What follows belongs to an exercise in optimizing a design on an open flow for small area and a short achievable clock period; a production flow would make more cautious choices.
In this exercise RTL edits were held to simulation tests only and were not proved equivalent to the original.
Power and IR drop assume default switching activity.

[design/flow/constraint.sdc]
create_clock -name core_clock -period 6.0 [get_ports {clk}]
set_input_delay 1.2000 -clock core_clock [delete_from_list [all_inputs] [get_ports {clk}]]
set_output_delay 1.2000 -clock core_clock [all_outputs]
set_load 0.01 [all_outputs]
[design/flow/config.mk]
export PLATFORM = sky130hd
export DESIGN_NAME = statem
export DESIGN_NICKNAME = statem
export VERILOG_FILES = /design/flow/design.v
export SDC_FILE = /design/flow/constraint.sdc
export NUM_CORES = 4
export LEC_CHECK = 0
export CAP_MARGIN = 20
export CORE_MARGIN = 2
export CORE_UTILIZATION = 40
export SETUP_SLACK_MARGIN = 3.0
export SLEW_MARGIN = 20
[design/flow/standard.sh]
#!/bin/bash
# synth_recipe.tcl (not shown) runs the flow's synth.tcl, then flattens the netlist and writes it again
# the make line also repeats each setting of config.mk as NAME=value (left out here)
make -C /OpenROAD-flow-scripts/flow DESIGN_CONFIG=/design/flow/config.mk WORK_HOME=/design/flow/orfs CLKGATE_MAP_FILE= SYNTH_SCRIPT=/design/flow/synth_recipe.tcl "${@:-finish}"
[design/flow/flow/abc.script]
strash
&get -n
&st
&dch -f
&nf -R 50
&put
topo
[design/flow/design.v]
module alu(
	input	wire		en,
	input	wire[3:0]	op,
	input	wire[15:0]	A,
	input	wire[15:0]	B,
	input	wire[15:0]	p,
	input	wire[15:0]	g,
	output	wire[15:0]	res
	);
	wire	o_and = en & (op == 4'b0011);
	wire	o_or  = en & (op == 4'b0100);
	wire	o_xor = en & (op == 4'b0101);
	wire	o_not = en & (op == 4'b0110);
	wire	o_sll = en & (op == 4'b0111);
	wire	o_srl = en & (op == 4'b1000);
	wire	o_sra = en & (op == 4'b1001);
	wire	o_rol = en & (op == 4'b1010);
	wire	right = (op[3:1] == 3'b100);
	wire	sg = o_and | o_or;
	wire	sp = o_or | o_xor;
	wire[15:0]	lo = ({16{sg}} & g) | ({16{sp}} & p) | ({16{o_not}} & ~A);
	wire[3:0]	b = B[3:0];
	wire[3:0]	amt;
	assign amt[0] = b[0];
	assign amt[1] = b[1] ^ (right & b[0]);
	assign amt[2] = b[2] ^ (right & (b[0] | b[1]));
	assign amt[3] = b[3] ^ (right & (b[0] | b[1] | b[2]));
	wire[15:0]	r0 = amt[0] ? {A[14:0], A[15]} : A;
	wire[15:0]	r1 = amt[1] ? {r0[13:0], r0[15:14]} : r0;
	wire[15:0]	r2 = amt[2] ? {r1[11:0], r1[15:12]} : r1;
	wire[15:0]	r3 = amt[3] ? {r2[7:0], r2[15:8]} : r2;
	wire		big = |B[15:4];
	wire		b16 = (B == 16'd16);
	wire[15:0]	tlv = 16'hffff << b;	 
	wire		rolm = o_rol & (~big | b16);
	wire		sllm = o_sll & ~big;
	wire		srm = (o_srl | o_sra) & ~big;
	genvar k;
	generate
		for (k = 0; k < 16; k = k + 1) begin : shm
			wire tr = tlv[15-k];
			wire m = (sllm & tlv[k]) | (srm & tr) | rolm;
			assign res[k] = (r3[k] & m) | (o_sra & A[15] & ~(tr & ~big)) | lo[k];
		end
	endgenerate
endmodule
module cla16(
	input	wire[15:0]	g,
	input	wire[15:0]	p,
	input	wire		ci,
	output	wire[16:0]	c
	);
	wire[79:0]	gl;
	wire[79:0]	pl;
	assign gl[15:0] = {g[15:1], g[0] | (p[0] & ci)};
	assign pl[15:0] = p;
	genvar k, l;
	generate
		for (l = 0; l < 4; l = l + 1) begin : lvl
			for (k = 0; k < 16; k = k + 1) begin : bt
				if ((k >> l) & 1) begin : op
					localparam integer j = ((k >> l) << l) - 1;
					assign gl[16*l+16+k] = gl[16*l+k] | (pl[16*l+k] & gl[16*l+j]);
					assign pl[16*l+16+k] = pl[16*l+k] & pl[16*l+j];
				end else begin : pass
					assign gl[16*l+16+k] = gl[16*l+k];
					assign pl[16*l+16+k] = pl[16*l+k];
				end
			end
		end
	endgenerate
	assign c = {gl[79:64], ci};
endmodule
module statem(
	input	wire		clk,
	input	wire		rst,
	input	wire[15:0]	sw,
	output	wire[15:0]	Fout
	);
	reg[1:0]	i;
	reg		show;		 
	reg[15:0]	A0;
	reg[15:0]	B0;
	reg[7:0]	cr;		 
	wire	i0 = (i == 2'd0);
	wire	i1 = (i == 2'd1);
	wire	i2 = (i == 2'd2);
	wire	i3 = (i == 2'd3);
	wire	o_add = (sw[3:0] == 4'b0001);
	wire	o_sub = (sw[3:0] == 4'b0010);
	wire[15:0]	bn = ({16{i1}} & sw) | ({16{i2 & o_add}} & B0) | ({16{i2 & o_sub}} & ~B0);
	wire[15:0]	y = i1 ? sw : ~B0;
	wire[16:0]	cy;
	cla16 nc(.g(A0 & y), .p(A0 ^ y), .ci(~i1), .c(cy));
	wire[7:0]	cyv = {cy[14], cy[12], cy[10], cy[8], cy[6], cy[4], cy[2], cy[0]};
	wire[7:0]	crn = ({8{i1 | (i2 & o_sub)}} & cyv) | ({8{i2 & o_add}} & cr);
	wire[15:0]	p = A0 ^ B0;
	wire[15:0]	g = A0 & B0;
	wire[16:0]	c;
	genvar k;
	generate
		for (k = 0; k < 8; k = k + 1) begin : fc
			assign c[2*k] = cr[k];
			assign c[2*k+1] = g[2*k] | (p[2*k] & cr[k]);
		end
	endgenerate
	assign c[16] = g[15] | (p[15] & c[15]);
	wire[15:0]	s = p ^ c[15:0];
	assign Fout = {16{show}} & s;
	wire	SF = s[15];
	wire	ZF = ~(|s);
	wire	CF = c[16] ^ cr[0];
	wire	OF = (c[15] ^ c[16]) & ~(cr[0] & ~(|A0));
	wire[15:0]	res;
	alu a(.en(i2), .op(sw[3:0]), .A(A0), .B(B0), .p(p), .g(g), .res(res));
	always @(posedge clk or negedge rst) begin
		if (rst == 0) begin
			i <= 2'd0;
			show <= 1'b0;
		end else begin
			i <= i + 2'd1;
			if (i2)
				show <= 1'b1;
		end
	end
	always @(posedge clk) begin
		B0 <= bn;
		cr <= crn;
		A0 <= ({16{i0}} & sw) | res | {12'b0, {4{i3}} & {SF, OF, ZF, CF}} |
		      ({16{i1 | (i2 & (o_add | o_sub))}} & A0);
	end
endmodule
[design/flow/flow/run.sh]
#!/bin/bash
# Own flow: the standard layout, except that synthesis leaves adders to ABC
# (no full/half-adder cells) and maps with the ABC script in flow/abc.script.
set -euo pipefail
W=$(pwd)
# scripts folder = ORFS's scripts, with abc_area.script replaced by ours
mkdir -p "$W/scripts_own"
for f in "$FLOW_HOME"/scripts/*; do ln -sf "$f" "$W/scripts_own/"; done
rm -f "$W/scripts_own/abc_area.script"
cp "$W/flow/abc.script" "$W/scripts_own/abc_area.script"
make -C "$FLOW_HOME" DESIGN_CONFIG="$W/config.mk" WORK_HOME="$W/orfs" CLKGATE_MAP_FILE= \
	SYNTH_SCRIPT="$W/synth_recipe.tcl" SCRIPTS_DIR="$W/scripts_own" \
	ADDER_MAP_FILE= ABC_AREA=1 synth > "$W/synth.log" 2>&1
# the rest of the standard flow (synthesis is up to date, so make skips it),
# with plain buffers on the ports
export BUFFER_PORTS_ARGS="-buffer_cell sky130_fd_sc_hd__buf_2"
bash "$W/standard.sh" > "$W/layout.log" 2>&1
==> flow_summary_export.csv, run 1 <==
group,metric,value,unit
logic_synthesis,syn_nets,532,
logic_synthesis,synth_ff_type,"dfxtp_1",
cells_and_area,drive_above_1_share,12.7,%
timing,maxSlewViolCount,0,
detailed_routing,via_count,4508,
place,place_area,0.00424,mm^2
logic_synthesis,yosysTopAreaCellShare,21.1,%
global_routing,grt_pass1_wl,22.8,mm
timing,fin_hold_ws,0.488,ns
floorplanning,fp-row-count,35,
logic_synthesis,ys_top_cells_by_area,"dfxtp_1 21%, o21ai_0 8.2%, mux2i_1 6.6%",
cells_and_area,design_area,0.00457,mm^2
flow_run,cap_violations,0,
cells_and_area,syn2layout_area_growth,20.2,%
logic_synthesis,syn-cell-area,0.00380,mm^2
logic_synthesis,synth.avg_cell_area,7.39,um^2
power_and_ir_drop,switching_share,29.5,%
critical_path,crit_slowest_cell,"xnor2_4",
critical_path,cp-start-kind,"input pin",
logic_synthesis,syn_inst,514,
clocking,cts_root_buf,"clkbuf_8",
place,hpwlAfterDp,10.1,mm
logic_synthesis,synth_common_cells,"66 x nand2_1, 62 x o21ai_0, 44 x nor2_1",
floorplanning,die_area,0.0103,mm^2
timing,maxSlewHeadroom,51.4,%
logic_synthesis,yosysSeqAreaShare,23.0,%
critical_path,critPathRequiredTime,6.19,ns
cells_and_area,final_core_util,49.4,%
clocking,cts-hold-fix-buffers,0,
critical_path,crit_type,"input pin to register",
logic_synthesis,async_flop_share,6.98,%
detailed_routing,wl_per_cell,20.7,um
logic_synthesis,yosysTopAreaCell,"dfxtp_1",
clocking,tritoncts,"built",
place,place_congestion,0.915,
global_routing,grt_antenna_before_repair,0,
power_and_ir_drop,p_int,0.461,mW
detailed_routing,via_per_inst,6.42,
worst_hold_path,min_path_type,"register to register",
timing,skew,0.00727,ns
detailed_routing,drt_drc_violations_left,0,
clocking,numCtsBuffers,5,
cells_and_area,num-nets-final,591,
critical_path,cp.arrival,3.14,ns
place,place.port_buffers,33,
power_and_ir_drop,power_frac_comb,16.2,%
detailed_routing,drt_wl_total,14.5,mm
critical_path,critPathBufInv,1,
clocking,clock_latency,0.31,ns
logic_synthesis,synth_cell_types,48,
power_and_ir_drop,clkPwrFrac,35.9,%
critical_path,end_kind,"register",
power_and_ir_drop,ir_worst_vdd,0.0000782,V
detailed_routing,ant_nets,0,
floorplanning,start_util,41.1,%
timing,fin_crit_sh,49.1,%
clocking,max-clock-path-buffers,2,
logic_synthesis,yosysMostFrequentCell,"nand2_1",
power_and_ir_drop,p_sw,0.193,mW
critical_path,path_delay_family,"simple AND/OR/NAND/NOR gates",
global_routing,first_global_vias,4066,
timing,hold_viol_final,0,
power_and_ir_drop,p_leak,1.75,nW
critical_path,cpPeakStageDelay,0.47,ns
detailed_routing,drt_iter0_markers,538,
logic_synthesis,synth_edf_count,0,
timing,fmax,339,MHz
clocking,cts.htree.levels,2,
timing,worst_slack,3.05,ns
timing,rsz0062_at_grt,"yes",
logic_synthesis,ys_ff_latch,43,
timing,setup-violations-final,0,
floorplanning,pin_count,34,
place,dp.cells,685,
cells_and_area,n_antenna_cell,0,
floorplanning,dieHeight,101,um
floorplanning,core-area,0.00924,mm^2
global_routing,grt_max_degree,33,
timing,setup_tns,0,ns
critical_path,cp_max_fo,10,
place,place_ws,2.44,ns
floorplanning,die_x,101,um
timing,timing.final.crit_period,2.95,ns
power_and_ir_drop,power_density,143,mW/mm^2
power_and_ir_drop,p_total,0.654,mW
power_and_ir_drop,p_seq_share,47.8,%
global_routing,grt.total_usage,28.7,%
logic_synthesis,ys_warn_count,1,
clocking,path_clk_slew,0.09,ns
detailed_routing,drtPass1Iterations,6,
global_routing,overflow,0,
outcome,status,"complete, no violations",
critical_path,crit_chain,"buf_2, nand2b_1, nor2_2, o21ai_1, xnor2_4, mux2_1, nand2_1, nand3_1",
cells_and_area,fin_cells,702,
clocking,cts.sinks,43,
timing,tightest_slew,0.727,ns
==> cells in the final DEF, fill, tap and decap left out, types with 10 or more instances in the layout <==
cell / instances
nand2_1: 65
o21ai_0: 59
nor2_1: 43
a21oi_1: 43
dfxtp_1: 39
buf_2: 33
mux2i_1: 25
xnor2_1: 20
nand3_1: 18
a22oi_1: 17
o211ai_1: 16
xor2_1: 14
buf_4: 14
and2_0: 13
a31oi_1: 12
mux2_1: 10
nor4_1: 10
a211oi_1: 10
==> registers in the layout, indices dropped and copies added, names as in the netlist <==
name,flops
cr,8
i,2
A0,16
show,1
B0,16
==> layout make-up <==
type,count,area [um^2]
fillers,926,4670
multi-input cells,469,3100
flip-flops and latches,43,880
repair buffers,49,302
well taps,129,161
clock buffers,6,72.6
clock inverters,1,30.0
inverters,5,18.8
==> routing by layer <==
layer	track usage [%]	wire length, um
met5	0	0
met4	9.98	469
met3	2.48	1130
met2	46.2	6600
met1	40.2	6350
==> cell families after synthesis <==
family	synth area share (%)
xor+xnor	9.22
mux	9.55
buf+inv	0.494
compound gates	32.3
simple gates	22.8
flops	23.0
fa+ha+maj	2.63
==> repair_timing <==
action | in CTS | in global routing
pin swaps | 2 | 3
setup buffers | 6 | 1
gates cloned | 2 | 1
gates resized for setup | 9 | 12
setup endpoints to repair | 18 | 21
==> power groups by stage <==
stage | combinational, mW | sequential (mW) | clock [mW]
2_1_floorplan | 0.0672 | 0.310 | 0
3_3_place_gp | 0.0973 | 0.318 | 0
3_5_place_dp | 0.0989 | 0.319 | 0
4_1_cts | 0.101 | 0.312 | 0.234
5_1_grt | 0.117 | 0.314 | 0.245
6_report | 0.106 | 0.312 | 0.235
==> worst min-delay path, cell delays in order, from the launching register on <==
cell,delay (ns)
dfxtp_1,0.35
nand2_1,0.06
nand2_1,0.04
==> worst paths after layout <==
path                             from  endpoint  slack (ns)  depth (start not counted)
min in group asynchronous         rst      i[0]        0.67                          1
max in group asynchronous         rst      i[1]        5.22                          1
worst min register to register  cr[4]     cr[4]        0.49                          2
worst max-delay path            sw[2]     A0[4]        3.05                          8
worst min-delay path            cr[4]     cr[4]        0.49                          2
worst max register to register   i[0]     cr[7]        3.23                         11
==> inputs of run 2 (changes only) <==
--- a/design/flow/config.mk
+++ b/design/flow/config.mk
@@ -9,4 +9,5 @@
 export CORE_MARGIN = 2
 export CORE_UTILIZATION = 40
+export PLACE_DENSITY = 0.75
 export SETUP_SLACK_MARGIN = 3.0
 export SLEW_MARGIN = 20
==> run 2 against run 1 <==
- still clean
- final cell count is 0.28% lower
- final area down 0.60%
- sequential cell count unchanged
- first-iteration DRC count up 17%
- non-clock buffer count fell by 3
- core utilization decreased by 0.30 points
- synthesized cell count stayed put
- setup slack worse by 0.089 ns
- largest cell class unchanged
==> flow_summary_export.csv, run 2 <==
group,metric,value,unit
timing,tightest_slew,1.07,ns
worst_hold_path,min_path_type,"register to register",
place,place_congestion,0.969,
detailed_routing,drt_iter0_markers,632,
logic_synthesis,synth_common_cells,"66 x nand2_1, 62 x o21ai_0, 44 x nor2_1",
power_and_ir_drop,p_seq_share,48.2,%
clocking,numCtsBuffers,5,
clocking,clock_latency,0.31,ns
timing,fin_crit_sh,50.6,%
detailed_routing,via_count,4614,
logic_synthesis,yosysSeqAreaShare,23.0,%
critical_path,reg2reg_from,"B0[4]",
floorplanning,die_area,0.0103,mm^2
timing,timing.final.crit_period,3.04,ns
floorplanning,fp-row-count,35,
cells_and_area,syn2layout_area_growth,19.4,%
power_and_ir_drop,power_frac_comb,16.7,%
timing,rsz0062_at_grt,"yes",
clocking,cts_root_buf,"clkbuf_8",
floorplanning,pin_count,34,
logic_synthesis,ys_ff_latch,43,
flow_run,cap_violations,0,
logic_synthesis,ys_top_cells_by_area,"dfxtp_1 21%, o21ai_0 8.2%, mux2i_1 6.6%",
detailed_routing,via_per_inst,6.59,
detailed_routing,wl_per_cell,19.9,um
logic_synthesis,syn_nets,532,
cells_and_area,fin_cells,700,
global_routing,grt_max_degree,31,
floorplanning,start_util,41.1,%
logic_synthesis,yosysTopAreaCell,"dfxtp_1",
timing,maxSlewHeadroom,28.6,%
global_routing,grt_pass1_wl,21.7,mm
global_routing,grt_antenna_before_repair,0,
place,hpwlAfterDp,9.73,mm
cells_and_area,drive_above_1_share,13.1,%
global_routing,first_global_vias,4114,
power_and_ir_drop,p_sw,0.200,mW
logic_synthesis,async_flop_share,6.98,%
timing,maxSlewViolCount,0,
outcome,status,"complete, no violations",
clocking,tritoncts,"built",
cells_and_area,n_antenna_cell,0,
logic_synthesis,yosysMostFrequentCell,"nand2_1",
critical_path,cp.arrival,3.30,ns
critical_path,crit_type,"register to register",
timing,fmax,329,MHz
cells_and_area,top_regs,"A0: 16 flops, B0: 16 flops, cr: 8 flops",
floorplanning,die_x,101,um
clocking,path_clk_slew,0.10,ns
global_routing,overflow,0,
clocking,cts.sinks,43,
logic_synthesis,synth_cell_types,48,
critical_path,crit_path_start,"B0[4]",
timing,hold_viol_final,0,
global_routing,grt.total_usage,26.5,%
worst_hold_path,min_from,"cr[4]",
timing,skew,0.0139,ns
logic_synthesis,synth.avg_cell_area,7.39,um^2
cells_and_area,layout_common_cells,"65 x nand2_1, 59 x o21ai_0, 43 x a21oi_1, 42 x nor2_1, 38 x dfxtp_1",
detailed_routing,drtPass1Iterations,5,
timing,setup-violations-final,0,
logic_synthesis,synth_edf_count,0,
clocking,cts.htree.levels,2,
cells_and_area,mostFrequentLayoutCell,"nand2_1",
floorplanning,core-area,0.00924,mm^2
critical_path,critPathRequiredTime,6.27,ns
detailed_routing,ant_nets,0,
detailed_routing,drt_drc_violations_left,0,
power_and_ir_drop,ir_worst_vdd,0.0000827,V
logic_synthesis,ys_warn_count,1,
logic_synthesis,syn-cell-area,0.00380,mm^2
place,dp.cells,683,
logic_synthesis,yosysTopAreaCellShare,21.1,%
critical_path,cp-start-kind,"register",
timing,fin_hold_ws,0.491,ns
floorplanning,dieHeight,101,um
power_and_ir_drop,p_leak,1.74,nW
power_and_ir_drop,p_int,0.447,mW
timing,setup_tns,0,ns
cells_and_area,num-nets-final,588,
critical_path,cp_max_fo,15,
cells_and_area,fill_cells,883,
detailed_routing,drt_wl_total,14.0,mm
logic_synthesis,synth_ff_type,"dfxtp_1",
power_and_ir_drop,clkPwrFrac,35.1,%
logic_synthesis,syn_inst,514,
clocking,max-clock-path-buffers,2,
critical_path,end_kind,"register",
power_and_ir_drop,power_density,143,mW/mm^2
power_and_ir_drop,switching_share,30.9,%
place,place.port_buffers,33,
==> run 2: changes by cell type in the layout (fill, tap and decap cells not counted), sizes merged <==
cell    change
bufinv      -1
buf         -3
clkinv      +2
==> run 2: cell families after synthesis <==
| group | after synthesis | synth area share [%] |
|---|---|---|
| compound gates | 196 | 32.3 |
| xor+xnor | 40 | 9.22 |
| fa+ha+maj | 10 | 2.63 |
| buf+inv | 5 | 0.494 |
| flops | 43 | 23.0 |
| mux | 35 | 9.55 |
| simple gates | 185 | 22.8 |
==> run 2: path summary, 6_finish.rpt <==
kind	cells after the start	slack, ns	endpoint
min reg2reg	2	0.49	cr[4]
min	2	0.49	cr[4]
max in group asynchronous	1	5.22	i[1]
max reg2reg	8	2.96	A0[10]
min in group asynchronous	1	0.67	i[0]
max	8	2.96	A0[10]
==> run 2: area by class of cell <==
| cell class | instances | area [um^2] | share of cell area (%) |
|---|---|---|---|
| clock buffers | 6 | 93.8 | 2.07 |
| well taps | 129 | 161 | 3.56 |
| inverters | 5 | 18.8 | 0.414 |
| multi-input cells | 469 | 3090 | 68.1 |
| clock inverters | 2 | 13.8 | 0.303 |
| repair buffers | 46 | 283 | 6.23 |
| flip-flops and latches | 43 | 878 | 19.4 |
==> run 2: power groups by stage <==
| stage | clock network (mW) | logic (mW) | registers, mW |
|---|---|---|---|
| 6_report | 0.227 | 0.108 | 0.312 |
| 5_1_grt | 0.240 | 0.117 | 0.313 |
| 4_1_cts | 0.224 | 0.101 | 0.311 |
| 3_5_place_dp | 0 | 0.0995 | 0.318 |
| 3_3_place_gp | 0 | 0.0966 | 0.317 |
| 2_1_floorplan | 0 | 0.0672 | 0.310 |
==> run 2: critical path, stage by stage (launching register included) <==
cell,delay (ns)
dfxtp_1,0.40
or4_1,0.53
nor2_1,0.83
nand4_1,0.40
a21oi_1,0.34
a221o_1,0.20
o21ai_0,0.07
a21oi_1,0.11
or3_1,0.11
==> run 2: layer usage <==
metal	vias up	track usage, %	part of all wire [%]
li1	2101	-	-
met1	2147	36.4	41
met2	312	41.0	44
met3	54	3.86	10
met4	0	12.3	4.4
met5	-	0	0
==> run 2: repair_timing <==
item | in CTS | in global routing
pin swaps | 2 | 5
buffers inserted | 1 | 5
hold buffers | 0 | 0
setup endpoints to repair | 18 | 23
gates resized for setup | 7 | 16
gates cloned | 2 | 1
==> run 2: metrics by stage <==
stage	utilization (%)	total power, mW	worst slack [ns]	instance area, um^2
6_report	49.1	0.647	2.96	4540
3_3_place_gp	45.7	0.414	2.51	4230
2_1_floorplan	-	0.377	2.97	3840
5_1_grt	49.1	0.670	2.93	4540
3_5_place_dp	45.7	0.417	2.47	4230
4_1_cts	47.8	0.636	2.97	4410
==> inputs of run 3 (changes only) <==
--- a/design/flow/config.mk
+++ b/design/flow/config.mk
@@ -9,5 +9,5 @@
 export CORE_MARGIN = 2
 export CORE_UTILIZATION = 40
-export PLACE_DENSITY = 0.75
+export GPL_ROUTABILITY_DRIVEN = 0
 export SETUP_SLACK_MARGIN = 3.0
 export SLEW_MARGIN = 20
==> run 3 against run 2 <==
- synthesized area unchanged
- still clean on timing, DRC and antenna
- critical endpoint is now A0[4]
- fmax is 3.0% higher
- final area is 0.61% higher
- final cell count grew 0.29%
- power is 1.0% higher
- clock power up 4%
- setup slack gained 0.089 ns
- highest routed layer unchanged
- via count fell by 2.3%
==> flow_summary_export.csv, run 3 <==
group,metric,value,unit
detailed_routing,ant_nets,0,
logic_synthesis,syn-cell-area,0.00380,mm^2
floorplanning,fp-row-count,35,
detailed_routing,drt_drc_violations_left,0,
outcome,status,"complete, no violations",
logic_synthesis,synth_common_cells,"66 x nand2_1, 62 x o21ai_0, 44 x nor2_1",
detailed_routing,wl_per_cell,20.7,um
detailed_routing,drt_iter0_markers,538,
timing,fmax,339,MHz
critical_path,cp_max_fo,10,
power_and_ir_drop,p_leak,1.75,nW
clocking,cts.sinks,43,
critical_path,critPathRequiredTime,6.19,ns
clocking,cts-hold-fix-buffers,0,
clocking,cts_root_buf,"clkbuf_8",
logic_synthesis,syn_inst,514,
logic_synthesis,synth_ff_type,"dfxtp_1",
critical_path,crit_type,"input pin to register",
clocking,numCtsBuffers,5,
clocking,path_clk_slew,0.09,ns
clocking,tritoncts,"built",
logic_synthesis,ys_ff_latch,43,
logic_synthesis,yosysMostFrequentCell,"nand2_1",
logic_synthesis,synthAdderAreaFrac,2.63,%
clocking,max-clock-path-buffers,2,
logic_synthesis,yosysTopAreaCellShare,21.1,%
flow_run,cap_violations,0,
detailed_routing,drtPass1Iterations,6,
critical_path,cp-start-kind,"input pin",
cells_and_area,top_regs,"A0: 16 flops, B0: 16 flops, cr: 8 flops",
worst_hold_path,min_path_type,"register to register",
timing,maxSlewHeadroom,51.4,%
place,place.port_buffers,33,
cells_and_area,final_core_util,49.4,%
critical_path,crit_slowest_cell,"xnor2_4",
detailed_routing,via_per_inst,6.42,
place,hpwlAfterDp,10.1,mm
timing,rsz0062_at_grt,"yes",
logic_synthesis,async_flop_share,6.98,%
logic_synthesis,syn_nets,532,
logic_synthesis,ys_warn_count,1,
logic_synthesis,synth_edf_count,0,
detailed_routing,drt_wl_total,14.5,mm
timing,maxSlewViolCount,0,
floorplanning,pin_count,34,
global_routing,first_global_vias,4066,
critical_path,cpPeakStageDelay,0.47,ns
cells_and_area,mostFrequentLayoutCell,"nand2_1",
logic_synthesis,synth.avg_cell_area,7.39,um^2
logic_synthesis,synth_top_family_by_area,"compound AO/OA/AOI/OAI gates",
floorplanning,core-area,0.00924,mm^2
clocking,cts.htree.levels,2,
cells_and_area,n_antenna_cell,0,
timing,tightest_slew,0.727,ns
cells_and_area,num-nets-final,591,
logic_synthesis,synthMuxAreaShare,9.55,%
floorplanning,start_util,41.1,%
global_routing,overflow,0,
global_routing,grt.total_usage,28.7,%
critical_path,critPathBufInv,1,
logic_synthesis,synth_compound_area_share,32.3,%
power_and_ir_drop,p_total,0.654,mW
cells_and_area,fill_cells,926,
logic_synthesis,yosysSeqAreaShare,23.0,%
global_routing,grt_antenna_before_repair,0,
cells_and_area,drive_above_1_share,12.7,%
logic_synthesis,synth-simple-area-share,22.8,%
timing,fin_crit_sh,49.1,%
logic_synthesis,synth-xor-area-share,9.22,%
cells_and_area,multi_input_area,0.00310,mm^2
global_routing,grt_pass1_wl,22.8,mm
logic_synthesis,yosysTopAreaCell,"dfxtp_1",
timing,skew,0.00727,ns
timing,hold_viol_final,0,
critical_path,end_kind,"register",
timing,setup-violations-final,0,
floorplanning,die_x,101,um
logic_synthesis,ys_top_cells_by_area,"dfxtp_1 21%, o21ai_0 8.2%, mux2i_1 6.6%",
clocking,clock_latency,0.31,ns
floorplanning,dieHeight,101,um
cells_and_area,syn2layout_area_growth,20.2,%
global_routing,grt_max_degree,33,
cells_and_area,layout_common_cells,"65 x nand2_1, 59 x o21ai_0, 43 x nor2_1, 43 x a21oi_1, 39 x dfxtp_1",
power_and_ir_drop,power_density,143,mW/mm^2
power_and_ir_drop,ir_worst_vdd,0.0000782,V
critical_path,cp.arrival,3.14,ns
cells_and_area,ff_latch_area,880,um^2
logic_synthesis,synth_cell_types,48,
timing,timing.final.crit_period,2.95,ns
critical_path,path_delay_family,"simple AND/OR/NAND/NOR gates",
detailed_routing,via_count,4508,
critical_path,crit_chain,"buf_2, nand2b_1, nor2_2, o21ai_1, xnor2_4, mux2_1, nand2_1, nand3_1",
timing,setup_tns,0,ns
floorplanning,die_area,0.0103,mm^2
## run 3: cell counts after synthesis
Identical to the previous run, type by type.
## run 3: final cells by class
class | count | area share, %
clock inverters | 1 | 0.658
repair buffers | 49 | 6.60
flip-flops and latches | 43 | 19.3
well taps | 129 | 3.54
multi-input cells | 469 | 67.9
inverters | 5 | 0.411
clock buffers | 6 | 1.59
## run 3: what timing repair did
item / CTS / global route
gates cloned: 2 / 1
pin swaps: 2 / 3
buffers inserted: 6 / 1
setup endpoints to repair: 18 / 21
gates resized for setup: 9 / 12
## run 3: worst paths after layout
check                           startpoint     to  cells after the start  slack, ns
max in group asynchronous              rst   i[1]                      1       5.22
worst max register to register        i[0]  cr[7]                     11       3.23
worst max-delay path                 sw[2]  A0[4]                      8       3.05
worst min-delay path                 cr[4]  cr[4]                      2       0.49
worst min register to register       cr[4]  cr[4]                      2       0.49
min in group asynchronous              rst   i[0]                      1       0.67
## run 3: worst reg2reg max path, cell delays in order, from the launching register on
cell      delay, ns
dfrtp_1        0.51
nor2b_2        0.19
buf_4          0.31
nand2_1        0.12
o21ai_0        0.14
xor2_1         0.21
a31oi_2        0.17
o31a_1         0.37
o31ai_4        0.27
nand3b_1       0.15
o211ai_1       0.12
a22o_1         0.15
## run 3: kinds of logic after synthesis
| kind of cell | count (synthesis) |
|---|---|
| fa+ha+maj | 10 |
| buf+inv | 5 |
| xor+xnor | 40 |
| simple gates | 185 |
| compound gates | 196 |
| mux | 35 |
| flops | 43 |
## run 3: per-stage QoR
step	instance area [um^2]	hold WS, ns	cells	setup WS (ns)
floorplan	3840	0.452	514	2.97
global placement	4240	0.471	685	2.47
detailed placement	4240	0.473	685	2.44
CTS	4480	0.486	700	3.00
global route	4570	0.527	702	2.93
finish	4570	0.488	702	3.05
## run 3: layer usage
layer	global-route usage, %	part of all wire, %	vias up
li1	-	-	2107
met1	40.2	44	2100
met2	46.2	45	258
met3	2.48	7.7	43
met4	9.98	3.2	0
met5	0	0	-
## run 3: power by group
group | internal (mW) | total (mW) | switching (mW)
Sequential | 0.292 | 0.312 | 0.0205
Combinational | 0.0464 | 0.106 | 0.0598
Clock | 0.122 | 0.235 | 0.112
Total | 0.461 | 0.654 | 0.193
==> inputs of run 4 (changes only) <==
==> design/flow/flow/abc.script (replaced) <==
strash
&get -n
&st
&dch -f
&nf -R 75
&put
topo
--- a/design/flow/config.mk
+++ b/design/flow/config.mk
@@ -9,5 +9,4 @@
 export CORE_MARGIN = 2
 export CORE_UTILIZATION = 40
-export GPL_ROUTABILITY_DRIVEN = 0
-export SETUP_SLACK_MARGIN = 3.0
+export SETUP_SLACK_MARGIN = 2.9
 export SLEW_MARGIN = 20
==> run 4 against run 3 <==
- via count fell by 0.64%
- still clean
- die area rose by 0.16%
- final cell count rose by 0.43%
- largest power group unchanged
- highest routed layer unchanged
- critical path depth rose by 3
- clock power fell by 9.8%
- setup slack got worse by 0.067 ns
==> flow_summary_export.csv, run 4 <==
group,metric,value,unit
clocking,clock_latency,0.30,ns
detailed_routing,via_count,4479,
logic_synthesis,syn_inst,518,
critical_path,cp.arrival,3.27,ns
floorplanning,die_x,102,um
detailed_routing,drtPass1Iterations,5,
global_routing,grt_antenna_before_repair,0,
logic_synthesis,synth_ff_type,"dfxtp_1",
logic_synthesis,ys_ff_latch,43,
timing,fin_crit_sh,50.2,%
critical_path,crit_type,"input pin to register",
detailed_routing,ant_nets,0,
logic_synthesis,yosysMostFrequentCell,"nand2_1",
cells_and_area,top_regs,"A0: 16 flops, B0: 16 flops, cr: 8 flops",
logic_synthesis,synth_edf_count,0,
power_and_ir_drop,p_leak,1.70,nW
logic_synthesis,yosysTopAreaCell,"dfxtp_1",
floorplanning,core-area,0.00924,mm^2
critical_path,cp_max_fo,11,
power_and_ir_drop,clkPwrFrac,33.2,%
global_routing,first_global_vias,3881,
detailed_routing,via_per_inst,6.35,
logic_synthesis,ys_top_cells_by_area,"dfxtp_1 21%, o21ai_0 7.6%, nand2_1 6.8%",
clocking,cts.sinks,43,
timing,setup-violations-final,0,
cells_and_area,syn2layout_area_growth,18.1,%
place,place.port_buffers,33,
clocking,tritoncts,"built",
clocking,numCtsBuffers,5,
timing,timing.final.crit_period,3.01,ns
timing,setup_tns,0,ns
floorplanning,pin_count,34,
cells_and_area,n_antenna_cell,0,
timing,fmax,332,MHz
clocking,path_clk_slew,0.09,ns
global_routing,grt.total_usage,26.9,%
floorplanning,start_util,41.2,%
logic_synthesis,syn-cell-area,0.00381,mm^2
worst_hold_path,min_path_type,"register to register",
logic_synthesis,async_flop_share,6.98,%
cells_and_area,drive_above_1_share,11.6,%
detailed_routing,drt_iter0_markers,426,
critical_path,end_kind,"register",
clocking,cts-hold-fix-buffers,0,
timing,rsz0062_at_grt,"yes",
clocking,cts.htree.levels,2,
cells_and_area,layout_common_cells,"69 x nand2_1, 57 x o21ai_0, 45 x a21oi_1, 43 x nor2_1, 37 x dfxtp_1",
timing,maxSlewViolCount,0,
detailed_routing,drt_drc_violations_left,0,
logic_synthesis,syn_nets,536,
detailed_routing,wl_per_cell,19.7,um
global_routing,grt_pass1_wl,21.5,mm
cells_and_area,fill_cells,945,
floorplanning,die_area,0.0103,mm^2
clocking,cts_root_buf,"clkbuf_8",
timing,maxSlewHeadroom,36.2,%
place,hpwlAfterDp,10.2,mm
floorplanning,dieHeight,102,um
power_and_ir_drop,power_density,142,mW/mm^2
global_routing,overflow,0,
logic_synthesis,synth_common_cells,"69 x nand2_1, 58 x o21ai_0, 45 x a21oi_1, 45 x nor2_1, 40 x dfxtp_1",
place,place_congestion,1.03,
power_and_ir_drop,power_frac_comb,17.9,%
floorplanning,fp-row-count,35,
power_and_ir_drop,ir_worst_vdd,0.0000876,V
logic_synthesis,synth_cell_types,47,
logic_synthesis,yosysTopAreaCellShare,21.0,%
outcome,status,"complete, no violations",
logic_synthesis,synth.avg_cell_area,7.35,um^2
timing,skew,0.00886,ns
cells_and_area,num-nets-final,593,
critical_path,cp-start-kind,"input pin",
power_and_ir_drop,p_int,0.447,mW
logic_synthesis,yosysSeqAreaShare,23.0,%
flow_run,cap_violations,0,
power_and_ir_drop,p_total,0.638,mW
critical_path,critPathRequiredTime,6.25,ns
clocking,max-clock-path-buffers,2,
power_and_ir_drop,p_seq_share,48.9,%
timing,tightest_slew,0.954,ns
timing,fin_hold_ws,0.495,ns
cells_and_area,mostFrequentLayoutCell,"nand2_1",
global_routing,grt_max_degree,30,
power_and_ir_drop,p_sw,0.190,mW
logic_synthesis,ys_warn_count,1,
timing,hold_viol_final,0,
detailed_routing,drt_wl_total,13.9,mm
power_and_ir_drop,switching_share,29.8,%
## run 4: changes by cell type in the layout (fill, tap and decap cells not counted), moves of 3 or more
cell | previous run | this run
dfxtp_2 | 0 | 3
nand2_1 | 65 | 69
o21ai_1 | 3 | 0
xnor2_2 | 4 | 1
## run 4: cell type report
| type | count | area [um^2] | area share, % |
|---|---|---|---|
| inverter | 5 | 18.8 | 0.417 |
| tap | 129 | 161 | 3.59 |
| multi-input combinational | 472 | 3030 | 67.4 |
| timing repair buffer | 48 | 307 | 6.82 |
| sequential | 43 | 880 | 19.6 |
| clock buffer | 8 | 100 | 2.23 |
## run 4: power by group through the flow
stage          Clock, mW  Sequential [mW]  Combinational (mW)
2_1_floorplan          0            0.310              0.0759
3_3_place_gp           0            0.318               0.107
3_5_place_dp           0            0.318               0.109
4_1_cts            0.216            0.311               0.111
5_1_grt            0.230            0.313               0.127
6_report           0.212            0.312               0.114
## run 4: stage by stage
step | util, % | cells | worst slack [ns] | cell area [um^2]
2_1_floorplan | - | 518 | 2.97 | 3850
3_3_place_gp | 45.8 | 687 | 2.50 | 4230
3_5_place_dp | 45.8 | 687 | 2.45 | 4230
4_1_cts | 47.4 | 697 | 2.85 | 4380
5_1_grt | 48.7 | 705 | 2.84 | 4500
6_report | 48.7 | 705 | 2.99 | 4500
## run 4: per-layer routing
metal	part of all wire, %	track usage [%]	vias up
met2	44	40.4	225
li1	-	-	2107
met4	3.2	10.4	0
met1	44	38.7	2112
met5	0	0	-
met3	8.6	4.00	35
## run 4: path summary, 6_finish.rpt
path	startpoint	slack (ns)	to	cells after the start
min in group asynchronous	rst	0.67	show	1
max in group asynchronous	rst	5.21	i[1]	1
hold reg to reg	cr[4]	0.50	cr[4]	2
setup reg to reg	B0[5]	3.06	A0[10]	8
hold / removal	cr[4]	0.50	cr[4]	2
setup / recovery	sw[1]	2.99	cr[7]	11
## run 4: kinds of logic (layout without fill, tap and decap cells)
kind of cell / count (synthesis) / in the layout / synth area share, %
AND/OR/NAND/NOR: 192 / 192 / 23.5
adder cells (fa/ha/maj): 9 / 9 / 2.37
AO/OA/AOI/OAI: 196 / 196 / 32.4
XOR/XNOR: 39 / 41 / 8.97
buffers and inverters: 5 / 61 / 0.493
multiplexers: 34 / 34 / 9.27
flip-flops: 43 / 43 / 23.0
## run 4: what timing repair did
action / in CTS / in global routing
resized for setup: 3 / 7
setup endpoints to repair: 9 / 20
pin swaps: 1 / 4
setup buffers: 0 / 8
cloned: 2 / 0
## run 4: critical path, stage by stage
cell      delay (ns)
buf_2           0.21
nand2_1         0.10
o21ai_0         0.14
maj3_1          0.31
nand3_1         0.08
and3_1          0.19
o31a_1          0.33
o31ai_4         0.28
nand3b_1        0.16
o211ai_1        0.13
a22o_1          0.14
==> inputs of run 5 (changes only) <==
--- a/design/flow/flow/run.sh
+++ b/design/flow/flow/run.sh
@@ -14,4 +14,4 @@
 # the rest of the standard flow (synthesis is up to date, so make skips it),
 # with plain buffers on the ports
-export BUFFER_PORTS_ARGS="-buffer_cell sky130_fd_sc_hd__buf_2"
+export BUFFER_PORTS_ARGS="-buffer_cell sky130_fd_sc_hd__buf_1"
 bash "$W/standard.sh" > "$W/layout.log" 2>&1
==> design/flow/flow/abc.script (replaced) <==
strash
&get -n
&st
&dch -f
&nf -R 50
&put
topo
--- a/design/flow/config.mk
+++ b/design/flow/config.mk
@@ -9,4 +9,4 @@
 export CORE_MARGIN = 2
 export CORE_UTILIZATION = 40
-export SETUP_SLACK_MARGIN = 2.9
+export SETUP_SLACK_MARGIN = 3.1
 export SLEW_MARGIN = 20
==> run 5 against run 4 <==
- still clean on timing, DRC and antenna
- wire length rose by 3.0%
- clock skew down 0.0013 ns
- power up 3.2%
- die area fell by 0.16%
- critical path depth is 6 lower
- largest cell class unchanged
- critical endpoint is now Fout[1]
- first-iteration DRC count is 19% higher
- setup slack better by 0.16 ns
- via count up 1.5%
- core utilization up 2.3 points
- worst hold slack worse by 0.0094 ns
- global-route usage rose by 0.94 points
==> flow_summary_export.csv, run 5 <==
group,metric,value,unit
outcome,status,"complete, no violations",
critical_path,critPathRequiredTime,4.80,ns
floorplanning,fp-row-count,35,
timing,fmax,351,MHz
detailed_routing,drtPass1Iterations,6,
critical_path,crit_type,"register to output pin",
logic_synthesis,syn-cell-area,0.00380,mm^2
power_and_ir_drop,ir_worst_vdd,0.0000973,V
timing,maxSlewHeadroom,51.5,%
logic_synthesis,ys_warn_count,1,
clocking,cts.sinks,43,
worst_hold_path,min_from,"cr[4]",
critical_path,cp_max_fo,30,
logic_synthesis,yosysSeqAreaShare,23.0,%
timing,fin_crit_sh,47.5,%
cells_and_area,mostFrequentLayoutCell,"nand2_1",
timing,hold_viol_final,0,
place,dp.cells,681,
timing,setup_tns,0,ns
logic_synthesis,synth_cell_types,48,
logic_synthesis,async_flop_share,6.98,%
clocking,cts.htree.levels,2,
worst_hold_path,min_to,"cr[4]",
logic_synthesis,syn_inst,514,
detailed_routing,drt_wl_total,14.3,mm
critical_path,cp.arrival,1.65,ns
global_routing,grt.total_usage,27.9,%
logic_synthesis,synth_ff_type,"dfxtp_1",
cells_and_area,layout_common_cells,"65 x nand2_1, 54 x o21ai_0, 41 x nor2_1, 35 x a21oi_1",
cells_and_area,fin_cells,701,
global_routing,grt_max_degree,33,
detailed_routing,via_per_inst,6.49,
place,place_congestion,0.903,
cells_and_area,n_antenna_cell,0,
floorplanning,die_x,101,um
floorplanning,die_area,0.0103,mm^2
logic_synthesis,yosysTopAreaCell,"dfxtp_1",
place,place.port_buffers,33,
detailed_routing,wl_per_cell,20.5,um
timing,skew,0.00755,ns
timing,rsz0062_at_grt,"yes",
global_routing,first_global_vias,4156,
cells_and_area,fill_cells,915,
timing,setup-violations-final,0,
cells_and_area,drive_above_1_share,14.3,%
detailed_routing,ant_nets,0,
floorplanning,start_util,41.1,%
timing,maxSlewViolCount,0,
detailed_routing,drt_drc_violations_left,0,
cells_and_area,top_regs,"A0: 16 flops, B0: 16 flops, cr: 8 flops",
logic_synthesis,ys_top_cells_by_area,"dfxtp_1 21%, o21ai_0 8.2%, mux2i_1 6.6%",
timing,tightest_slew,0.723,ns
global_routing,grt_pass1_wl,22.4,mm
detailed_routing,drt_iter0_markers,509,
clocking,clock_latency,0.30,ns
clocking,tritoncts,"built",
cells_and_area,num-nets-final,589,
logic_synthesis,synth.avg_cell_area,7.39,um^2
cells_and_area,syn2layout_area_growth,24.0,%
logic_synthesis,syn_nets,532,
power_and_ir_drop,p_total,0.658,mW
global_routing,grt_antenna_before_repair,0,
floorplanning,pin_count,34,
critical_path,worst_r2r_path_depth,11,
detailed_routing,via_count,4547,
critical_path,r2r_setup_slack,3.28,ns
floorplanning,dieHeight,101,um
critical_path,reg2reg_from,"i[0]",
flow_run,cap_violations,0,
global_routing,overflow,0,
critical_path,cp-start-kind,"register",
worst_hold_path,hold_path_depth,2,
logic_synthesis,yosysMostFrequentCell,"nand2_1",
logic_synthesis,ys_ff_latch,43,
critical_path,end_kind,"output pin",
clocking,path_clk_slew,0.08,ns
logic_synthesis,yosysTopAreaCellShare,21.1,%
power_and_ir_drop,power_density,140,mW/mm^2
clocking,max-clock-path-buffers,2,
timing,timing.final.crit_period,2.85,ns
power_and_ir_drop,p_leak,1.70,nW
critical_path,r2r-end,"cr[7]",
place,hpwlAfterDp,10.2,mm
clocking,numCtsBuffers,5,
clocking,cts_root_buf,"clkbuf_8",
logic_synthesis,synth_edf_count,0,
worst_hold_path,min_path_type,"register to register",
floorplanning,core-area,0.00924,mm^2
logic_synthesis,synth_common_cells,"66 x nand2_1, 62 x o21ai_0, 44 x nor2_1",
[run 5: changes by cell type after synthesis, sizes merged, moves of 2 or more]
cell and delta:
a22oi +2, a21oi -2, xnor2 +2, and3 -2, o21ai +4, nand2 -3
[run 5: repair_timing]
action                     CTS  global route
gates cloned                 3             0
resized for setup           25            52
pin swaps                    8             6
setup endpoints to repair   22            30
hold buffers                 0             0
setup buffers                8             1
[run 5: cell families after synthesis]
logic type / count (synthesis) / share of synthesized area, %
compound gates: 196 / 32.3
mux: 35 / 9.55
fa+ha+maj: 10 / 2.63
xor+xnor: 40 / 9.22
simple gates: 185 / 22.8
flops: 43 / 23.0
buf+inv: 5 / 0.494
[run 5: final cells by class]
type,count,area [um^2],area share (%)
Multi-Input combinational cell,469,3230,68.5
Sequential cell,43,895,19.0
Timing Repair Buffer,47,304,6.45
Tap cell,129,161,3.43
Clock buffer,7,76.3,1.62
Clock inverter,1,30.0,0.637
Inverter,5,18.8,0.398
[run 5: metal layers]
layer	GRT usage, %	wire [um]	vias to the layer above
met2	44.6	6610	265
met5	0	0	-
met4	11.1	583	0
li1	-	-	2099
met1	37.9	5860	2134
met3	3.86	1290	49
[run 5: worst max-delay path, stage by stage (launching register included)]
cell	delay [ns]
dfxtp_1	0.33
buf_12	0.17
maj3_2	0.36
xnor2_4	0.20
and2_0	0.15
buf_2	0.13
[run 5: per-stage QoR]
| step | area (um^2) | hold slack, ns | worst slack [ns] | utilization (%) |
|---|---|---|---|---|
| 3_3_place_gp | 4200 | 0.480 | 2.41 | 45.5 |
| 4_1_cts | 4550 | 0.486 | 3.09 | 49.2 |
| 2_1_floorplan | 3880 | 0.452 | 3.06 | - |
| 5_1_grt | 4710 | 0.519 | 3.04 | 51.0 |
| 6_report | 4710 | 0.486 | 3.15 | 51.0 |
| 3_5_place_dp | 4210 | 0.473 | 2.34 | 45.5 |
[run 5: worst max-delay path by stage]
| stage | from | slack (ns) | cells past startpoint | end |
|---|---|---|---|---|
| after floorplan | sw[2] | 3.06 | 8 | A0[10] |
| after detailed placement | sw[2] | 2.34 | 7 | A0[10] |
| after global routing | sw[1] | 3.04 | 12 | A0[1] |
| after CTS | sw[2] | 3.09 | 8 | A0[10] |
| final | B0[0] | 3.15 | 5 | Fout[1] |
| after global placement | sw[2] | 2.41 | 7 | A0[10] |
[run 5: power breakdown]
group | total (mW) | leakage, nW | internal [mW] | switching, mW
logic | 0.110 | 1.27 | 0.0478 | 0.0622
clock network | 0.235 | 0.0524 | 0.125 | 0.110
registers | 0.314 | 0.374 | 0.293 | 0.0205
==> inputs of run 6 (changes only) <==
==> design/flow/flow/abc.script (replaced) <==
strash
&get -n
&st
&dch -f
&nf -R 75
&put
topo
--- a/design/flow/config.mk
+++ b/design/flow/config.mk
@@ -9,4 +9,4 @@
 export CORE_MARGIN = 2
 export CORE_UTILIZATION = 40
-export SETUP_SLACK_MARGIN = 3.1
+export SETUP_SLACK_MARGIN = 3.0
 export SLEW_MARGIN = 20
==> run 6 against run 5 <==
- worst hold slack gained 0.0077 ns
- global-route usage grew 0.57 points
- sequential share of layout area grew 0.14 points
- synthesized cell count grew 0.78%
- power shrank 2.1%
- fmax shrank 3.5%
- via count grew 0.64%
- first-iteration DRC count shrank 11%
- combinational power grew 6%
- largest power group unchanged
- sequential cell count is the same
==> flow_summary_export.csv, run 6 <==
group,metric,value,unit
detailed_routing,wl_met2,6.68,mm
place,hpwlAfterDp,10.4,mm
logic_synthesis,synth_common_cells,"69 x nand2_1, 58 x o21ai_0, 45 x a21oi_1, 45 x nor2_1, 40 x dfxtp_1",
power_and_ir_drop,power_density,139,mW/mm^2
logic_synthesis,ys_ff_latch,43,
clocking,path_clk_slew,0.09,ns
timing,maxSlewHeadroom,48.5,%
critical_path,crit_path_start,"A0[4]",
global_routing,grt_pass1_wl,22.7,mm
place,place.port_buffers,33,
detailed_routing,via_count,4576,
flow_run,cap_violations,0,
critical_path,cp.arrival,1.76,ns
logic_synthesis,yosysSeqAreaShare,23.0,%
logic_synthesis,synth_edf_count,0,
global_routing,grt_max_degree,30,
floorplanning,pin_count,34,
global_routing,grt.total_usage,28.4,%
critical_path,crit_type,"register to output pin",
logic_synthesis,ys_warn_count,1,
place,place_ws,2.28,ns
timing,worst_slack,3.04,ns
logic_synthesis,synth_cell_types,47,
global_routing,overflow,0,
power_and_ir_drop,ir_worst_vdd,0.0000673,V
critical_path,end_kind,"output pin",
timing,setup-violations-final,0,
detailed_routing,ant_nets,0,
logic_synthesis,syn-cell-area,0.00381,mm^2
logic_synthesis,synth.avg_cell_area,7.35,um^2
floorplanning,fp-row-count,35,
floorplanning,die_x,102,um
timing,rsz0062_at_grt,"yes",
detailed_routing,drt_drc_violations_left,0,
outcome,status,"complete, no violations",
floorplanning,start_util,41.2,%
detailed_routing,wl_per_cell,20.6,um
clocking,tritoncts,"built",
clocking,cts_root_buf,"clkbuf_8",
place,place_congestion,0.908,
timing,fin_crit_sh,49.3,%
timing,maxSlewViolCount,0,
critical_path,cp_max_fo,10,
floorplanning,core-area,0.00924,mm^2
logic_synthesis,syn_inst,518,
critical_path,r2r_setup_slack,3.28,ns
cells_and_area,top_regs,"A0: 16 flops, B0: 16 flops, cr: 8 flops",
critical_path,worst_r2r_path_depth,12,
detailed_routing,drt_wl_total,14.7,mm
global_routing,grt_antenna_before_repair,0,
timing,tightest_slew,0.771,ns
cells_and_area,num-nets-final,602,
critical_path,critPathCapture,"Fout[5]",
timing,setup_tns,0,ns
cells_and_area,n_antenna_cell,0,
clocking,clock_latency,0.32,ns
power_and_ir_drop,p_leak,1.69,nW
worst_hold_path,min_path_type,"register to register",
detailed_routing,maxUsedRoutingLayer,"met4",
timing,fmax,338,MHz
floorplanning,die_area,0.0103,mm^2
critical_path,reg2reg_from,"i[0]",
clocking,cts.sinks,43,
power_and_ir_drop,p_total,0.644,mW
detailed_routing,via_per_inst,6.41,
clocking,cts.htree.levels,2,
logic_synthesis,yosysTopAreaCellShare,21.0,%
logic_synthesis,syn_nets,536,
timing,timing.final.crit_period,2.96,ns
cells_and_area,drive_above_1_share,10.8,%
clocking,max-clock-path-buffers,2,
logic_synthesis,ys_top_cells_by_area,"dfxtp_1 21%, o21ai_0 7.6%, nand2_1 6.8%",
detailed_routing,wl_met1,6.41,mm
logic_synthesis,async_flop_share,6.98,%
detailed_routing,drtPass1Iterations,5,
logic_synthesis,synth_ff_type,"dfxtp_1",
logic_synthesis,yosysTopAreaCell,"dfxtp_1",
clocking,numCtsBuffers,5,
detailed_routing,drt_iter0_markers,455,
timing,skew,0.0108,ns
cells_and_area,layout_common_cells,"67 x nand2_1, 50 x o21ai_0, 45 x a21oi_1, 41 x nor2_1, 33 x dfxtp_1",
detailed_routing,wl_met3,1.11,mm
clocking,cts-hold-fix-buffers,0,
timing,hold_viol_final,0,
timing,fin_hold_ws,0.494,ns
critical_path,critPathRequiredTime,4.80,ns
cells_and_area,syn2layout_area_growth,21.5,%
critical_path,r2r-end,"cr[6]",
floorplanning,dieHeight,102,um
logic_synthesis,yosysMostFrequentCell,"nand2_1",
critical_path,cp-start-kind,"register",
cells_and_area,mostFrequentLayoutCell,"nand2_1",
global_routing,first_global_vias,4058,
==> run 6: stage by stage <==
| step | util [%] | instance area, um^2 | cells |
|---|---|---|---|
| 2_1_floorplan | - | 3850 | 518 |
| 3_3_place_gp | 45.4 | 4200 | 688 |
| 3_5_place_dp | 45.4 | 4200 | 688 |
| 4_1_cts | 48.1 | 4450 | 703 |
| 5_1_grt | 50.0 | 4620 | 714 |
| 6_report | 50.0 | 4620 | 714 |
==> run 6: worst min-delay path by stage <==
stage,startpoint,end,slack (ns),cells past startpoint
5_1_grt,cr[4],cr[4],0.52,2
3_5_place_dp,cr[4],cr[4],0.48,2
4_1_cts,cr[4],cr[4],0.50,2
2_1_floorplan,cr[4],cr[4],0.45,2
6_report,cr[4],cr[4],0.49,2
3_3_place_gp,cr[4],cr[4],0.48,2
==> run 6: per-layer routing <==
layer,vias to the layer above,track usage [%]
met5,-,0
met2,256,44.8
met1,2146,40.2
li1,2132,-
met4,0,10.4
met3,42,2.69
==> run 6: area by class of cell <==
cell class	count	area, um^2
Clock buffer	6	82.6
Clock inverter	2	16.3
Fill cell	967	4620
Inverter	5	18.8
Multi-Input combinational cell	475	3160
Sequential cell	43	885
Tap cell	129	161
Timing Repair Buffer	54	305
==> run 6: cell families (layout without fill, tap and decap cells) <==
group                    after synthesis  in the layout  share of synthesized area (%)
AO/OA/AOI/OAI                        196            198                           32.4
AND/OR/NAND/NOR                      192            192                           23.5
flip-flops                            43             43                           23.0
XOR/XNOR                              39             42                           8.97
multiplexers                          34             34                           9.27
adder cells (fa/ha/maj)                9              9                           2.37
buffers and inverters                  5             67                          0.493
==> run 6: what timing repair did <==
item                                    in CTS  in global routing
buffers inserted                             4                  9
endpoints found under the setup margin      22                 29
hold endpoints to repair                     0                  0
cloned                                       3                  2
pin swaps                                    4                  5
resized for setup                           13                 28
==> run 6: where the power goes <==
group          internal (mW)  switching [mW]
clock                 0.0943           0.119
combinational         0.0502          0.0670
sequential             0.293          0.0206
total                  0.437           0.207
==> run 6: critical path: stages, from the launching register on <==
cell	delay, ns
dfxtp_1	0.49
maj3_1	0.43
xnor2_1	0.22
and2_0	0.16
buf_1	0.15
==> inputs of run 7 (changes only) <==
==> design/flow/flow/abc.script (replaced) <==
strash
&get -n
&st
&dch -f
&nf -R 40
&put
topo
==> run 7 against run 6 <==
- clock-buffer cell count rose by 1
- critical path type unchanged
- wire length rose by 1.2%
- global-route usage fell by 0.26 points
- worst hold slack got worse by 0.013 ns
- register-to-register slack got worse by 0.08 ns
- largest power group unchanged
- highest routed layer unchanged
- fmax rose by 0.25%
- critical endpoint is now Fout[1]
- clock skew fell by 0.0024 ns
- clock power fell by about 10%
==> flow_summary_export.csv, run 7 <==
group,metric,value,unit
global_routing,grt_antenna_before_repair,0,
cells_and_area,num-nets-final,608,
timing,setup-violations-final,0,
critical_path,cp.arrival,1.75,ns
critical_path,reg2reg_from,"B0[15]",
global_routing,first_global_vias,4055,
logic_synthesis,yosysTopAreaCell,"dfxtp_1",
floorplanning,start_util,41.6,%
detailed_routing,drt_iter0_markers,519,
floorplanning,dieHeight,102,um
place,place_ws,2.25,ns
critical_path,cp_max_fo,14,
floorplanning,fp-row-count,35,
timing,tightest_slew,0.858,ns
cells_and_area,syn2layout_area_growth,20.5,%
clocking,path_clk_slew,0.09,ns
logic_synthesis,yosysTopAreaCellShare,20.6,%
clocking,cts_root_buf,"clkbuf_8",
timing,timing.final.crit_period,2.95,ns
global_routing,grt_pass1_wl,22.7,mm
power_and_ir_drop,p_leak,1.58,nW
clocking,clock_latency,0.32,ns
cells_and_area,n_antenna_cell,0,
cells_and_area,drive_above_1_share,11.2,%
logic_synthesis,ys_top_cells_by_area,"dfxtp_1 21%, nand2_1 7.6%, xnor2_1 7.2%",
detailed_routing,wl_per_cell,20.7,um
global_routing,grt.total_usage,28.2,%
flow_run,cap_violations,0,
critical_path,r2r_setup_slack,3.20,ns
power_and_ir_drop,p_total,0.608,mW
logic_synthesis,synth_common_cells,"79 x nand2_1, 56 x nor2_1, 54 x o21ai_0",
cells_and_area,fill_cells,956,
place,place.port_buffers,33,
timing,fmax,339,MHz
critical_path,critPathRequiredTime,4.80,ns
detailed_routing,ant_nets,0,
detailed_routing,drtPass1Iterations,9,
cells_and_area,top_regs,"A0: 16 flops, B0: 16 flops, cr: 8 flops",
logic_synthesis,syn_nets,550,
logic_synthesis,ys_warn_count,1,
timing,skew,0.00842,ns
logic_synthesis,synth_edf_count,0,
floorplanning,die_area,0.0105,mm^2
timing,maxSlewHeadroom,42.3,%
place,hpwlAfterDp,10.3,mm
cells_and_area,multi_input_area,0.00322,mm^2
critical_path,worst_r2r_path_depth,8,
timing,fin_crit_sh,49.1,%
logic_synthesis,syn-cell-area,0.00388,mm^2
timing,rsz0062_at_grt,"yes",
logic_synthesis,synth_ff_type,"dfxtp_1",
clocking,max-clock-path-buffers,2,
critical_path,crit_path_start,"B0[0]",
detailed_routing,via_count,4646,
logic_synthesis,yosysSeqAreaShare,22.6,%
place,dp.cells,704,
timing,setup_tns,0,ns
detailed_routing,drt_wl_total,14.9,mm
cells_and_area,fin_cells,720,
clocking,cts.sinks,43,
logic_synthesis,async_flop_share,6.98,%
cells_and_area,layout_common_cells,"79 x nand2_1, 54 x nor2_1, 48 x o21ai_0, 45 x a21oi_1, 29 x buf_1",
timing,fin_hold_ws,0.481,ns
global_routing,overflow,0,
logic_synthesis,synth.avg_cell_area,7.29,um^2
logic_synthesis,synth_cell_types,49,
floorplanning,core-area,0.00933,mm^2
critical_path,r2r-end,"A0[0]",
timing,hold_viol_final,0,
outcome,status,"complete, no violations",
critical_path,cp-start-kind,"register",
floorplanning,pin_count,34,
global_routing,grt_max_degree,29,
logic_synthesis,yosysMostFrequentCell,"nand2_1",
floorplanning,die_x,102,um
place,place_congestion,0.966,
critical_path,end_kind,"output pin",
critical_path,critPathCapture,"Fout[1]",
clocking,numCtsBuffers,5,
critical_path,crit_type,"register to output pin",
detailed_routing,drt_drc_violations_left,0,
power_and_ir_drop,ir_worst_vdd,0.0000736,V
timing,worst_slack,3.05,ns
worst_hold_path,min_path_type,"register to register",
logic_synthesis,ys_ff_latch,43,
clocking,tritoncts,"built",
cells_and_area,mostFrequentLayoutCell,"nand2_1",
clocking,cts.htree.levels,2,
timing,maxSlewViolCount,0,
logic_synthesis,syn_inst,532,
detailed_routing,via_per_inst,6.45,
cells_and_area,ff_latch_area,901,um^2
power_and_ir_drop,power_density,130,mW/mm^2
run 7: routing by layer:
metal	global-route usage (%)	wire length, um
met5	0	0
met4	8.92	610
met3	3.21	1190
met2	44.4	6630
met1	40.1	6480
run 7: timing repair:
item / CTS / global route
hold buffers: 0 / 0
cloned: 1 / 3
gates resized for setup: 21 / 31
hold endpoints to repair: 0 / 0
setup endpoints to repair: 25 / 25
setup buffers: 2 / 2
pin swaps: 2 / 5
run 7: stage by stage:
step / util [%] / cell area, um^2
finish: 50.1 / 4670
global route: 50.1 / 4670
CTS: 48.2 / 4490
detailed placement: 46.0 / 4290
global placement: 46.0 / 4290
floorplan: - / 3930
run 7: final cells by class:
class / count / area share (%)
Sequential cell: 43 / 19.3
Tap cell: 129 / 3.45
Clock inverter: 1 / 0.107
Timing Repair Buffer: 48 / 6.05
Clock buffer: 7 / 1.63
Multi-Input combinational cell: 485 / 68.9
Inverter: 7 / 0.562
run 7: worst min path at each step:
stage | start | endpoint | slack (ns) | cells past startpoint
floorplan | cr[3] | cr[3] | 0.43 | 2
global placement | cr[3] | cr[3] | 0.45 | 2
detailed placement | cr[3] | cr[3] | 0.46 | 2
CTS | cr[3] | cr[3] | 0.48 | 2
global route | cr[4] | cr[4] | 0.53 | 2
finish | cr[3] | cr[3] | 0.48 | 2
run 7: logic make-up after synthesis:
kind of cell    synth area share, %
mux                            8.94
buf+inv                       0.678
compound gates                 31.8
fa+ha+maj                     0.774
flops                          22.6
xor+xnor                       9.03
simple gates                   26.2
run 7: critical path, cell delays in order, from the launching register on:
cell	delay (ns)
dfxtp_2	0.37
buf_12	0.17
xor2_4	0.19
nand2_1	0.08
nand2_1	0.06
xnor2_1	0.24
and2_0	0.17
buf_1	0.15
run 7: power by group:
part,switching [mW],leakage (nW),internal (mW)
clock network,0.110,0.0422,0.0820
logic,0.0582,1.17,0.0456
registers,0.0192,0.376,0.293
total,0.188,1.58,0.420
==> inputs of run 8 (changes only) <==
==> design/flow/flow/abc.script (replaced) <==
strash
&get -n
&st
&dch -f
&nf -R 60
&put
topo
==> run 8 against run 7 <==
- synthesized area down 1.8%
- die area decreased by 1.7%
- worst hold slack better by 0.022 ns
- sequential cell count stayed put
- wire length is 4.9% lower
- power decreased by 0.30%
- clock-buffer cell count unchanged
- via count fell by 3.5%
- final cell count down 2.1%
- synthesized cell count down 2.3%
==> flow_summary_export.csv, run 8 <==
group,metric,value,unit
outcome,status,"complete, no violations",
global_routing,grt_pass1_wl,21.9,mm
logic_synthesis,ys_top_cells_by_area,"dfxtp_1 21%, o21ai_0 7.2%, nand2_1 6.8%",
critical_path,crit_type,"register to output pin",
cells_and_area,final_core_util,48.8,%
cells_and_area,fin_cells,705,
logic_synthesis,syn-cell-area,0.00381,mm^2
critical_path,cp_max_fo,24,
floorplanning,pin_count,34,
global_routing,overflow,0,
clocking,path_clk_slew,0.10,ns
detailed_routing,ant_nets,0,
place,dp.cells,689,
cells_and_area,layout_common_cells,"67 x nand2_1, 53 x o21ai_0, 52 x nor2_1, 41 x a21oi_1, 36 x dfxtp_1",
global_routing,grt_antenna_before_repair,0,
power_and_ir_drop,power_density,134,mW/mm^2
critical_path,cp.arrival,1.73,ns
critical_path,end_kind,"output pin",
logic_synthesis,yosysTopAreaCell,"dfxtp_1",
place,hpwlAfterDp,10.2,mm
critical_path,critPathRequiredTime,4.80,ns
clocking,numCtsBuffers,5,
cells_and_area,num-nets-final,593,
floorplanning,core-area,0.00924,mm^2
cells_and_area,ff_latch_area,883,um^2
logic_synthesis,synth_edf_count,0,
clocking,cts-hold-fix-buffers,0,
critical_path,reg2reg_from,"i[0]",
critical_path,worst_r2r_path_depth,11,
clocking,clock_latency,0.31,ns
global_routing,grt_max_degree,31,
detailed_routing,drt_iter0_markers,377,
cells_and_area,drive_above_1_share,7.99,%
logic_synthesis,synth.avg_cell_area,7.32,um^2
logic_synthesis,synth_ff_type,"dfxtp_1",
critical_path,critPathCapture,"Fout[3]",
cells_and_area,top_regs,"A0: 16 flops, B0: 16 flops, cr: 8 flops",
clocking,cts.sinks,43,
logic_synthesis,async_flop_share,6.98,%
global_routing,grt.total_usage,27.2,%
power_and_ir_drop,p_leak,1.63,nW
logic_synthesis,yosysTopAreaCellShare,21.0,%
cells_and_area,syn2layout_area_growth,18.4,%
logic_synthesis,syn_nets,538,
floorplanning,fp-row-count,35,
critical_path,r2r-end,"cr[7]",
floorplanning,die_x,102,um
worst_hold_path,min_path_type,"register to register",
logic_synthesis,syn_inst,520,
logic_synthesis,ys_ff_latch,43,
detailed_routing,via_per_inst,6.36,
critical_path,crit_path_start,"B0[2]",
logic_synthesis,synth_cell_types,48,
critical_path,cp-start-kind,"register",
cells_and_area,fill_cells,932,
flow_run,cap_violations,0,
clocking,tritoncts,"built",
timing,timing.final.crit_period,2.93,ns
detailed_routing,drtPass1Iterations,6,
cells_and_area,mostFrequentLayoutCell,"nand2_1",
cells_and_area,multi_input_area,0.00312,mm^2
timing,setup_tns,0,ns
floorplanning,dieHeight,102,um
detailed_routing,drt_wl_total,14.2,mm
detailed_routing,via_count,4483,
timing,hold_viol_final,0,
logic_synthesis,ys_warn_count,1,
logic_synthesis,synth_common_cells,"69 x nand2_1, 55 x o21ai_0, 52 x nor2_1",
floorplanning,die_area,0.0103,mm^2
timing,rsz0062_at_grt,"no",
detailed_routing,drt_drc_violations_left,0,
place,place_congestion,1.02,
critical_path,r2r_setup_slack,3.24,ns
detailed_routing,wl_per_cell,20.1,um
global_routing,first_global_vias,4053,
power_and_ir_drop,ir_worst_vdd,0.0000657,V
timing,fin_crit_sh,48.9,%
timing,fmax,341,MHz
clocking,cts.htree.levels,2,
floorplanning,start_util,41.2,%
clocking,max-clock-path-buffers,2,
place,place_ws,2.30,ns
cells_and_area,n_antenna_cell,0,
clocking,cts_root_buf,"clkbuf_8",
timing,tightest_slew,0.941,ns
place,place.port_buffers,33,
timing,maxSlewHeadroom,36.8,%
timing,setup-violations-final,0,
timing,skew,0.0135,ns
logic_synthesis,yosysSeqAreaShare,23.0,%
timing,maxSlewViolCount,0,
timing,worst_slack,3.07,ns
logic_synthesis,yosysMostFrequentCell,"nand2_1",
## run 8: cell count changes in the layout (fill, tap and decap cells not counted), moves of 9 or more
cell and change:
nand2_1 -12, nand3_1 +12, xor2_1 +12, dfxtp_1 +11, dfxtp_2 -10, a31oi_1 +9
## run 8: cells by family (layout without fill, tap and decap cells)
logic type	after synthesis	in the layout	synth area share, %
AO/OA/AOI/OAI	188	188	31.2
XOR/XNOR	41	44	9.43
adder cells (fa/ha/maj)	9	9	2.37
buffers and inverters	4	57	0.394
flip-flops	43	43	23.0
multiplexers	34	34	9.26
AND/OR/NAND/NOR	201	201	24.3
## run 8: layout make-up
cell class                      count  share of cell area, %
Tap cell                          129                   3.58
Inverter                            4                  0.333
Clock inverter                      1                  0.111
Clock buffer                        7                   1.69
Sequential cell                    43                   19.6
Timing Repair Buffer               45                   5.60
Multi-Input combinational cell    476                   69.1
## run 8: per-layer routing
metal	up-vias	GRT usage [%]	share of wire (%)
met5	-	0	0
met4	0	8.21	2.4
met3	32	3.11	7.2
met2	214	42.8	46
met1	2140	39.1	44
li1	2097	-	-
## run 8: repair_timing
item,in CTS,in global routing
cloned,2,1
pin swaps,2,1
gates resized for setup,8,23
buffers inserted,4,1
endpoints found under the setup margin,20,26
## run 8: power breakdown
group          switching [mW]  leakage [nW]  internal [mW]  total, mW
logic                  0.0591          1.21         0.0446      0.104
clock network           0.109        0.0422         0.0821      0.191
registers              0.0192         0.374          0.292      0.311
total                   0.187          1.63          0.419      0.606
## run 8: worst min path at each step
| stage | from | cells past startpoint | end |
|---|---|---|---|
| 2_1_floorplan | cr[4] | 2 | cr[4] |
| 3_3_place_gp | cr[4] | 2 | cr[4] |
| 3_5_place_dp | cr[4] | 2 | cr[4] |
| 4_1_cts | cr[4] | 2 | cr[4] |
| 5_1_grt | cr[4] | 2 | cr[4] |
| 6_report | cr[4] | 2 | cr[4] |
## run 8: metrics by stage
step,hold slack (ns),instance area (um^2),total power [mW]
2_1_floorplan,0.452,3860,0.378
3_3_place_gp,0.490,4200,0.412
3_5_place_dp,0.492,4200,0.413
4_1_cts,0.504,4410,0.599
5_1_grt,0.524,4510,0.628
6_report,0.503,4510,0.606
## run 8: worst max-delay path, cell delays in order, from the launching register on
cell and delay (ns):
dfxtp_1 0.32, buf_6 0.18, maj3_1 0.42, xnor2_2 0.20, and2_0 0.15, buf_1 0.15

-- static timing again, ports no longer ideal --
How much do the figures lean on ideal ports? The routed layouts below were timed once more, with nothing changed but the port constraints. Step 1 sets driving cells, clkbuf_16 on the clock port and buf_2 on the other inputs (assumed; they add their load-dependent delay and slew). Step 2 adds t to the input delays and takes it off the output delays; t is the mean of the earliest and latest rising clock arrival at the registers after step 1. Input paths then give back, and output paths get back, about the clock's delay inside the block. Slacks: no drivers / after step 1 / after step 2; pairs: no drivers / after step 1.
run	t, ns	setup slack, ns	worst setup path after step 2	slew at the worst register clock pin (ns)	cell pins on the clock port's net
run 1	0.339	3.052 / 3.018 / 2.728	input to register	0.09 / 0.09	1
run 2	0.339	2.964 / 2.964 / 2.704	input to register	0.10 / 0.10	1
run 3	0.339	3.052 / 3.018 / 2.728	input to register	0.09 / 0.09	1
run 4	0.329	2.986 / 2.997 / 2.669	input to register	0.09 / 0.09	1
run 5	0.333	3.147 / 3.113 / 2.864	input to register	0.09 / 0.09	1
run 6	0.343	3.045 / 3.013 / 2.785	input to register	0.10 / 0.10	1
run 7	0.343	3.052 / 3.020 / 2.745	input to register	0.09 / 0.09	1
run 8	0.333	3.065 / 3.034 / 2.781	input to register	0.10 / 0.10	1
After both steps setup and hold are still met in every run listed.
